Background: an optimization exercise with open tools, aiming at small area. Do not read the settings as production practice. Only simulation tests tie the RTL to the original design; equivalence was not proved. Power figures rest on the tool's default switching activity, not on a simulated workload.

run 1:
==> flow/design.v (excerpt) <==
module timer_top (
input wire sys_clk,
input wire sys_rst_n,
input wire dbg_mode,
input wire [11:0] tim_paddr,
input wire tim_psel,
input wire tim_penable,
input wire tim_pwrite,
input wire [31:0] tim_pwdata,
input wire [3:0] tim_pstrb,
output reg [31:0] tim_prdata,
output wire tim_pready,
output wire tim_pslverr,
output wire tim_int
);
Size: ~870 cells after synthesis, roughly 89 I/O pins, about 0.0080 mm² of cells after synthesis.
==> flow/config.mk <==
export PLATFORM = sky130hd
export DESIGN_NAME = timer_top
export DESIGN_NICKNAME = timer_top
export VERILOG_FILES = /design/flow/design.v
export SDC_FILE = /design/flow/constraint.sdc
export NUM_CORES = 4
export LEC_CHECK = 0
export CAP_MARGIN = 0
export CORE_MARGIN = 2
export CORE_UTILIZATION = 40
export SLEW_MARGIN = 0
export SYNTH_HIERARCHICAL = 1
==> flow/constraint.sdc <==
create_clock -name core_clock -period 5.5 [get_ports {sys_clk}]
set_input_delay 1.1000 -clock core_clock [delete_from_list [all_inputs] [get_ports {sys_clk}]]
set_output_delay 1.1000 -clock core_clock [all_outputs]
set_load 0.01 [all_outputs]
standard.sh (not shown) runs the stock make flow with config.mk's settings and CLKGATE_MAP_FILE= SYNTH_SCRIPT=/design/flow/synth_recipe.tcl, a recipe that flattens the netlist after the stock synthesis.
==> flow/flow/run.sh <==
#!/bin/bash
# The standard ORFS layout, with:
#  - port buffers of sky130_fd_sc_hd__buf_1
#  - clock tree of clkbuf_8, without dummy loads
#  - the standard flow's synthesis script, with only ABC's mapping script replaced by flow/abc.script
set -o pipefail
here=$(pwd)
export BUFFER_PORTS_ARGS="-buffer_cell sky130_fd_sc_hd__buf_1"
export CTS_ARGS="-sink_clustering_enable -repair_clock_nets -dont_use_dummy_load -buf_list sky130_fd_sc_hd__clkbuf_8"
{
  echo "proc abc {args} {"
  echo "  set i [lsearch -exact \$args -script]"
  echo "  if {\$i >= 0} { lset args [expr {\$i + 1}] $here/flow/abc.script }"
  echo "  yosys abc {*}\$args"
  echo "}"
  cat synth_recipe.tcl
} > my_synth.tcl
sed "s#SYNTH_SCRIPT=[^ ]*#SYNTH_SCRIPT=$here/my_synth.tcl#" standard.sh > my_standard.sh
bash my_standard.sh > standard.log 2>&1
==> flow/flow/abc.script <==
strash
dch
&get -n
&st
&dch
&nf
&put
In summary, run 1 completed successfully, with a layout that passed the timing, design-rule and antenna checks.
Modified inputs, run 2 compared to run 1
Settings: swapping 0 for 20 in SLEW_MARGIN; swapping 0 for 20 in CAP_MARGIN.
Results
- The sequential cell count on run 1 is in line with that on run 2.
- From run 2 to run 1, count of pins on the block boundary did not move at all.
- As far as count of clock buffers in the final design goes, run 2 and run 1 are indistinguishable; the numbers are identical.

* * *

Setup of north:
The RTL this note starts from:
==> flow/design.v <==
module timer_top (
input wire sys_clk,
input wire sys_rst_n,
input wire dbg_mode,
input wire [11:0] tim_paddr,
input wire tim_psel,
input wire tim_penable,
input wire tim_pwrite,
input wire [31:0] tim_pwdata,
input wire [3:0] tim_pstrb,
output reg [31:0] tim_prdata,
output wire tim_pready,
output wire tim_pslverr,
output wire tim_int
);
reg rst_q;    
reg rdy;
always @(posedge sys_clk or negedge sys_rst_n)
	if (!sys_rst_n) rdy <= 1'b0;
	else            rdy <= tim_psel & tim_penable & ~rdy;
wire wr = rdy & tim_pwrite;
wire rd = rdy & ~tim_pwrite;
assign tim_pready = rdy;
wire       a_ok = (tim_paddr[11:5] == 7'd0) && (tim_paddr[1:0] == 2'd0);
wire [2:0] ai   = tim_paddr[4:2];
wire [31:0] d   = tim_pwdata;
wire [3:0]  s   = tim_pstrb;
wire tcr_w   = wr & a_ok & (ai == 3'd0);
wire tdr0_w  = wr & a_ok & (ai == 3'd1);
wire tdr1_w  = wr & a_ok & (ai == 3'd2);
wire tcmp0_w = wr & a_ok & (ai == 3'd3);
wire tcmp1_w = wr & a_ok & (ai == 3'd4);
wire tier_w  = wr & a_ok & (ai == 3'd5) & s[0];
wire tisr_w  = wr & a_ok & (ai == 3'd6) & s[0];
wire thcsr_w = wr & a_ok & (ai == 3'd7) & s[0];
reg       timer_en, div_en, int_en, int_st, halt_req, halt_ack;
reg [3:0] div_val;
wire [3:0] pdv    = d[11:8];
wire       pdv_bad = pdv[3] & (pdv[2:0] != 3'd0);
wire       dv_same = (pdv == div_val);
wire te_clr = tcr_w & ( ((s[1:0] == 2'b11) && (d == 32'h0))
			| (s[0] && timer_en && !div_en && (d[1:0] == 2'b00) && dv_same)
			| (s[0] && timer_en &&  div_en && (d[1:0] == 2'b10) && dv_same) );
wire te_keep = (s[1] & (pdv_bad | timer_en)) | (timer_en & (d[1] ^ div_en));
wire te_nxt  = te_clr ? 1'b0 : ((tcr_w & s[0]) ? (te_keep ? timer_en : d[0]) : timer_en);
wire de_nxt = (tcr_w & s[0] & ~timer_en) ? ((pdv_bad & s[1]) ? div_en : d[1]) : div_en;
wire [3:0] dv_nxt = (tcr_w & s[1] & ~timer_en & ~pdv_bad) ? pdv : div_val;
assign tim_pslverr = tcr_w & ( (timer_en & s[1] & ~dv_same)
			| (timer_en & s[0] & (d[1] ^ div_en))
			| (pdv_bad & s[1]) );
wire halt = halt_req & dbg_mode;
reg  [7:0] int_cnt;
reg        pulse;
wire [7:0] max_nxt;
genvar gi;
generate for (gi = 0; gi < 8; gi = gi + 1) begin : g_max
	assign max_nxt[gi] = dv_nxt[3] | (dv_nxt[2:0] > gi);
end endgenerate
wire dv_nz  = (div_val != 4'd0);
wire run_en = timer_en & (~div_en | ~dv_nz | pulse);
wire [7:0] ic_nxt = halt ? int_cnt :
		(~div_en | ~timer_en | pulse) ? 8'd0 :
		(dv_nz ? int_cnt + 8'd1 : int_cnt);
wire pulse_nxt = (ic_nxt == max_nxt);
reg  [63:0] cnt;
wire [7:0] blk_one, blk_pre;
wire [63:0] cy;
generate for (gi = 0; gi < 8; gi = gi + 1) begin : g_blk
	assign blk_one[gi] = &cnt[8*gi+7:8*gi];
end endgenerate
wire p2, p4;
assign blk_pre[0] = 1'b1;
assign blk_pre[1] = blk_one[0];
timer_and2 u_p2 (.a(blk_one[0]), .b(blk_one[1]), .y(p2));
timer_and2 u_p3 (.a(p2), .b(blk_one[2]), .y(blk_pre[3]));
timer_and3 u_p4 (.a(p2), .b(blk_one[2]), .c(blk_one[3]), .y(p4));
timer_and2 u_p5 (.a(p4), .b(blk_one[4]), .y(blk_pre[5]));
timer_and3 u_p6 (.a(p4), .b(blk_one[4]), .c(blk_one[5]), .y(blk_pre[6]));
timer_and4 u_p7 (.a(p4), .b(blk_one[4]), .c(blk_one[5]), .d(blk_one[6]), .y(blk_pre[7]));
assign blk_pre[2] = p2;
assign blk_pre[4] = p4;
wire [7:0] blk_cy;
timer_cen u_cen (.halt_req(halt_req), .dbg_mode(dbg_mode),
	.run_en(run_en), .blk_pre(blk_pre), .cy(blk_cy));
generate for (gi = 0; gi < 64; gi = gi + 1) begin : g_cy
	if (gi % 8 == 0) begin : gb
		assign cy[gi] = blk_cy[gi/8];
	end else begin : gr
		assign cy[gi] = cy[gi-1] & cnt[gi-1];
	end
end endgenerate
wire [63:0] inc = cnt ^ cy;
wire cnt_clr = (timer_en & ~te_nxt) | ~rst_q;
wire [7:0] wb = {{4{tdr1_w}} & s, {4{tdr0_w}} & s};
wire [7:0] cnt_ld  = wb & ~{8{cnt_clr}};
wire [7:0] cnt_inc = ~wb & ~{8{cnt_clr}};
reg  [63:0] cnt_nxt;
integer k;
always @(*) begin
	for (k = 0; k < 64; k = k + 1)
		cnt_nxt[k] = (cnt_ld[k/8] & d[k%32]) | (cnt_inc[k/8] & inc[k]);
end
reg  [63:0] ncmp;    
wire [7:0] cb = {{4{tcmp1_w}} & s, {4{tcmp0_w}} & s} | {8{~rst_q}};
wire [31:0] ncd = ~d & {32{rst_q}};
wire [63:0] cmp_nxt;
timer_hold u_hold (.ld(cb), .hold(~cb), .d({ncd, ncd}), .q(ncmp), .y(cmp_nxt));
wire [63:0] cmp = ~ncmp;
wire eq = (inc == cmp);
always @(posedge sys_clk or negedge sys_rst_n)
	if (!sys_rst_n) rst_q <= 1'b0;
	else            rst_q <= 1'b1;
always @(posedge sys_clk) begin
	if (!rst_q) begin
		timer_en <= 1'b0;
		div_en   <= 1'b0;
		div_val  <= 4'd1;
		int_en   <= 1'b0;
		int_st   <= 1'b0;
		halt_req <= 1'b0;
		halt_ack <= 1'b0;
		int_cnt  <= 8'd0;
		pulse    <= 1'b0;
	end else begin
		timer_en <= te_nxt;
		div_en   <= de_nxt;
		div_val  <= dv_nxt;
		int_en   <= tier_w ? d[0] : int_en;
		int_st   <= (tisr_w & d[0]) ? 1'b0 : (eq | int_st);
		halt_req <= thcsr_w ? d[0] : halt_req;
		halt_ack <= dbg_mode & halt_req;
		int_cnt  <= ic_nxt;
		pulse    <= pulse_nxt;
	end
end
always @(posedge sys_clk) begin
	cnt  <= cnt_nxt;
	ncmp <= cmp_nxt;
end
assign tim_int = int_en & int_st & rst_q;
always @(*) begin
	tim_prdata = 32'h0;
	if (rd & a_ok)
		case (ai)
			3'd0: tim_prdata = {20'b0, div_val, 6'b0, div_en, timer_en};
			3'd1: tim_prdata = inc[31:0];
			3'd2: tim_prdata = inc[63:32];
			3'd3: tim_prdata = cmp[31:0];
			3'd4: tim_prdata = cmp[63:32];
			3'd5: tim_prdata = {31'b0, int_en};
			3'd6: tim_prdata = {31'b0, int_st};
			3'd7: tim_prdata = {30'b0, halt_ack, halt_req};
		endcase
end
endmodule
module timer_cen (
input wire halt_req,
input wire dbg_mode,
input wire run_en,
input wire [7:0] blk_pre,
output wire [7:0] cy
);
assign cy = blk_pre & {8{run_en & ~(halt_req & dbg_mode)}};
endmodule
module timer_and2 (input wire a, input wire b, output wire y);
assign y = a & b;
endmodule
module timer_and3 (input wire a, input wire b, input wire c, output wire y);
assign y = a & b & c;
endmodule
module timer_and4 (input wire a, input wire b, input wire c, input wire d, output wire y);
assign y = a & b & c & d;
endmodule
module timer_hold (
input wire [7:0] ld,
input wire [7:0] hold,
input wire [63:0] d,
input wire [63:0] q,
output reg [63:0] y
);
integer i;
always @(*)
	for (i = 0; i < 64; i = i + 1)
		y[i] = (ld[i/8] & d[i]) | (hold[i/8] & q[i]);
endmodule
Settings: LEC_CHECK=0, CAP_MARGIN=20, CORE_MARGIN=2, CORE_UTILIZATION=40, SLEW_MARGIN=20, SYNTH_HIERARCHICAL=1; clock period 5.5 ns.
==> flow/flow/abc.script <==
strash
dch
&get -n
&st
&dch
&nf
&put
strash
dch
&get -n
&st
&dch
&nf
&put
Scripts as last shown in full above: flow/flow/run.sh
Modified inputs, south compared to north
--- a/flow/flow/abc.script
+++ b/flow/flow/abc.script
@@ -13,2 +13,9 @@
 &nf
 &put
+strash
+dch
+&get -n
+&st
+&dch
+&nf
+&put
Results
Comparing south against north, there is no change at all in critical path depth. Taking north as the reference point, the total number of vias of south rises by 29. The initial core utilization of south and that of north are within noise of each other. Changes observed in south relative to north: achievable frequency went down by about 0.4%; number of global-route vias before repair rose by about 1.1%. Across both runs, met3 routed wirelength was lower for south than for north. Re global-route usage over all layers: south is 0.28 points down on north. Comparing south and north, hold slack is lower on south.
Setup changes, south to east
==> flow/flow/abc.script <==
strash
dch -f
&get -n
&st
&dch -f
&nf
&put
Results
Per the final summary, east finished and its layout is clean on timing, DRC and antenna.
Final layout net count in east is about 0.56% lower than in south
Going from south to east, detailed-route wire length on metal 1 fell about 2.7%; relative area change from synthesis to final layout saw an increase; summed area of non-filler cells in the final layout moved up.
The die of east is larger than the one used in south.
[compare] base=south new=east: area fraction of clock buffers and clock inverters essentially unchanged; worst setup slack before clock tree synthesis flat; headroom to the max-slew limit moved down; longest individual stage delay on the worst path rose 0.24 ns.
Here is what was changed in the inputs of west compared with east.
Settings: CORE_UTILIZATION now 45, was 40.
==> flow/flow/abc.script <==
strash
dch
&get -n
&st
&dch
&nf
&put
strash
dch
&get -n
&st
&dch
&nf
&put
strash
dch
&get -n
&st
&dch
&nf
&put
Results
Cell area | west vs east | west smaller. In the metrics for west and east, the one carrying the lower layout overhead on the synthesized area is west. Changes observed in west relative to east: non-clock inverter instance count of the final layout down 2; total power down 0.024 mW.

what the ideal ports hide:
Ports are ideal in the flow. The routed layouts listed here were re-timed in OpenROAD. Step 1 assumes that a clkbuf_16 drives the clock port and a buf_2 every other input. Step 2 times the ports against the registers' clock, not the clock port: input delays grow and output delays shrink by t, the midpoint of the rising clock arrivals with the driver on. Three values: ideal, step 1, step 2; two values: the first two.
run	t, ns	setup slack, ns	clock arrival spread, ns	worst register clock-pin slew, ns	pins driven straight from the clock port
run 1	0.484	0.097 / 0.060 / 0.544	0.036 / 0.036	0.09 / 0.09	1
run 2	0.484	0.097 / 0.060 / 0.544	0.036 / 0.036	0.09 / 0.09	1
north	0.490	0.373 / 0.330 / 0.431	0.028 / 0.028	0.09 / 0.09	1
south	0.490	0.351 / 0.312 / 0.519	0.023 / 0.024	0.09 / 0.09	1
east	0.489	0.401 / 0.359 / 0.553	0.026 / 0.026	0.09 / 0.09	1
west	0.483	0.362 / 0.324 / 0.425	0.021 / 0.021	0.08 / 0.08	1
After both steps setup and hold are still met in every run listed.
